This design comes from an exercise in tuning for small area, a short achievable clock period and few clock cycles per item on the open sky130 flow, not from production work.
In this exercise RTL edits were held to simulation tests only and were not proved equivalent to the original.

## ntt_core
module ntt_core #(
    parameter WIDTH = 24
)(
    input  wire          clk,
    input  wire          rst_n,
    input  wire          start,
    output reg           done,
    output reg  [7:0]    ram_addr_a,
    output reg           ram_we_a,
    output wire [WIDTH-1:0] ram_wdata_a,
    input  wire [WIDTH-1:0] ram_rdata_a,
    output reg  [7:0]    ram_addr_b,
    output reg           ram_we_b,
    output wire [WIDTH-1:0] ram_wdata_b,
    input  wire [WIDTH-1:0] ram_rdata_b
);
For scale: ~5100 cells after synthesis, ~540 flip-flops, roughly 120 I/O pins, ~44000 um2 of cells after synthesis.
Settings: LEC_CHECK=0, CAP_MARGIN=20, CORE_MARGIN=2, CORE_UTILIZATION=40, PLACE_DENSITY=0.6, SLEW_MARGIN=20, TNS_END_PERCENT=25; clock period 10.0 ns.
standard.sh (not shown) runs the stock make flow with config.mk's settings and CLKGATE_MAP_FILE= SYNTH_SCRIPT=/design/flow/synth_recipe.tcl, a recipe that flattens the netlist after the stock synthesis.
==> flow/flow/run.sh <==
#!/bin/bash
# The standard layout (the standard.sh: standard synthesis, floorplan, place,
# CTS, route, finish) with two changes to how it is made:
#  - the repair steps aim at a setup slack margin of 6.5 ns instead of 0, so that
#    they also work on paths shorter than the clock period;
#  - the port buffers that the standard flow inserts are buf_2 cells.
# The constraints (constraint.sdc) are unchanged.
set -euo pipefail
bash standard.sh SETUP_SLACK_MARGIN=6.5 "BUFFER_PORTS_ARGS=-buffer_cell sky130_fd_sc_hd__buf_2" finish > standard.log 2>&1
Testbench counts at the start, summed over its fixed seeds: cycles 24,888, transforms 24.
Edit:
--- a/flow/config.mk
+++ b/flow/config.mk
@@ -9,5 +9,6 @@
 export CORE_MARGIN = 2
-export CORE_UTILIZATION = 40
-export PLACE_DENSITY = 0.6
+export CORE_UTILIZATION = 55
+export CTS_BUF_LIST = sky130_fd_sc_hd__clkbuf_8
+export PLACE_DENSITY = 0.7
 export SLEW_MARGIN = 20
-export TNS_END_PERCENT = 25
+export TNS_END_PERCENT = 10
The new run finished with timing, DRC and antenna clean.
Area after synthesis stays the same.
Setup slack gets worse by 190 ps.
Maximum frequency decreases by a few percent.
Edit:
--- a/flow/config.mk
+++ b/flow/config.mk
@@ -9,5 +9,4 @@
 export CORE_MARGIN = 2
-export CORE_UTILIZATION = 55
-export CTS_BUF_LIST = sky130_fd_sc_hd__clkbuf_8
-export PLACE_DENSITY = 0.7
+export CORE_UTILIZATION = 40
+export PLACE_DENSITY = 0.6
 export SLEW_MARGIN = 20
After rerunning:
- maximum frequency climbs by 3.8%
- count of clock-buffer cells in the layout drops by 19
- routed wire length hardly moves
- global-route usage drops by 11 points
- worst setup slack is better by 140 ps
- non-clock buffer count drops by 4
- cell count climbs by 6.1%
- design area climbs by 1.7%
- via count drops by 1.8%
- clock skew drops by 4.8 ps
Edit:
==> flow/flow/run.sh (replaced) <==
#!/bin/bash
# The standard layout (the standard.sh: standard synthesis, floorplan, place,
# CTS, route, finish), with the repair steps aiming at a setup slack margin of
# 6.5 ns instead of 0, so that they also work on paths shorter than the clock
# period. The constraints (constraint.sdc) are unchanged.
set -euo pipefail
bash standard.sh SETUP_SLACK_MARGIN=6.5 finish > standard.log 2>&1
Effect: The changed run finished clean; routed wire length came out higher by 0.77%; setup slack got worse by 120 ps; via count goes up by 0.32%; design area rose by 1.3%; die area stays the same; fmax went down by 3.1%.

Another version of the RTL of ntt_core (not shown whole).
For scale: roughly 5300 cells after synthesis, roughly 540 flip-flops, about 47000 µm² of cells after synthesis.
export LEC_CHECK = 0
export CAP_MARGIN = 20
export CORE_MARGIN = 2
export CORE_UTILIZATION = 40
export PLACE_DENSITY = 0.6
export SLEW_MARGIN = 20
create_clock -name core_clock -period 10.0 [get_ports {clk}]
==> flow/flow/run.sh <==
#!/bin/bash
# The standard layout (the standard.sh: standard synthesis, floorplan, place,
# CTS, route, finish), with the repair steps aiming at a setup slack margin of
# 6.3 ns instead of 0, so that they also work on paths shorter than the clock
# period. The constraints (constraint.sdc) are unchanged.
set -euo pipefail
bash standard.sh SETUP_SLACK_MARGIN=6.3 finish > standard.log 2>&1
The starting point produced a clean layout.
Testbench counts at the start, summed over its fixed seeds: cycles 24,912, transforms 24.
Then changed:
CORE_UTILIZATION = 60   (was 40)
PLACE_DENSITY = 0.75   (was 0.6)
Effect: The changed run ran to the end with no violations. Synthesized cell count does not change. Sequential share of layout area is higher by 0.52 points. Count of clock-buffer cells in the layout is higher by 5.
Then changed:
==> flow/run.sh (new file) <==
#!/bin/bash
# synth_recipe.tcl (not shown) runs the flow's synth.tcl, then flattens the netlist and writes it again
# the make line also repeats each setting of config.mk as NAME=value (left out here)
make -C /OpenROAD-flow-scripts/flow DESIGN_CONFIG=/design/flow/config.mk WORK_HOME=/design/flow/orfs CLKGATE_MAP_FILE= SYNTH_SCRIPT=/design/flow/synth_recipe.tcl finish
CORE_UTILIZATION = 40   (was 60)
PLACE_DENSITY = 0.6   (was 0.75)
SETUP_SLACK_MARGIN = 5   (was unset)
removed: flow/flow/run.sh
removed: flow/standard.sh
Cell count grows by 4.3%.
Utilization shrinks by 28 points.
Synthesized area stays the same.
Clock skew is lower by 13 ps.

afterwards: timing with drivers on the ports:
The results above use ideal ports. As a check the final layouts listed here were re-extracted and re-timed, cells and wires unchanged. Step 1 assumes that a clkbuf_16 drives the clock port and a buf_2 every other input. Step 2, shift: input delay + t, output delay - t, t = (earliest + latest rising clock arrival at the registers) / 2. This alone moves slack from input paths to output paths. Slacks: no drivers / after step 1 / after step 2; pairs: no drivers / after step 1.
run | t (ns) | slack for setup (ns) | hold WS [ns] | worst slew at a driven data input, ns | cell pins on the clock port's net
the first run of note 1 | 0.742 | 6.318 / 6.318 / 6.318 | 0.326 / 0.326 / 0.326 | 0.09 | 1
the second run of note 1 | 0.798 | 6.125 / 6.125 / 6.125 | 0.325 / 0.325 / 0.325 | 0.08 | 1
the third run of note 1 | 0.714 | 6.266 / 6.266 / 6.266 | 0.328 / 0.328 / 0.328 | 0.08 | 1
the fourth run of note 1 | 0.733 | 6.145 / 6.145 / 6.145 | 0.327 / 0.327 / 0.327 | 0.10 | 1
the first run of note 2 | 0.720 | 5.864 / 5.864 / 5.864 | 0.368 / 0.368 / 0.368 | 0.07 | 1
the second run of note 2 | 0.707 | 5.890 / 5.890 / 5.890 | 0.393 / 0.393 / 0.393 | 0.07 | 1
the third run of note 2 | 0.729 | 4.872 / 4.872 / 4.872 | 0.384 / 0.384 / 0.384 | 0.08 | 1
After both steps setup and hold are still met in every run listed.
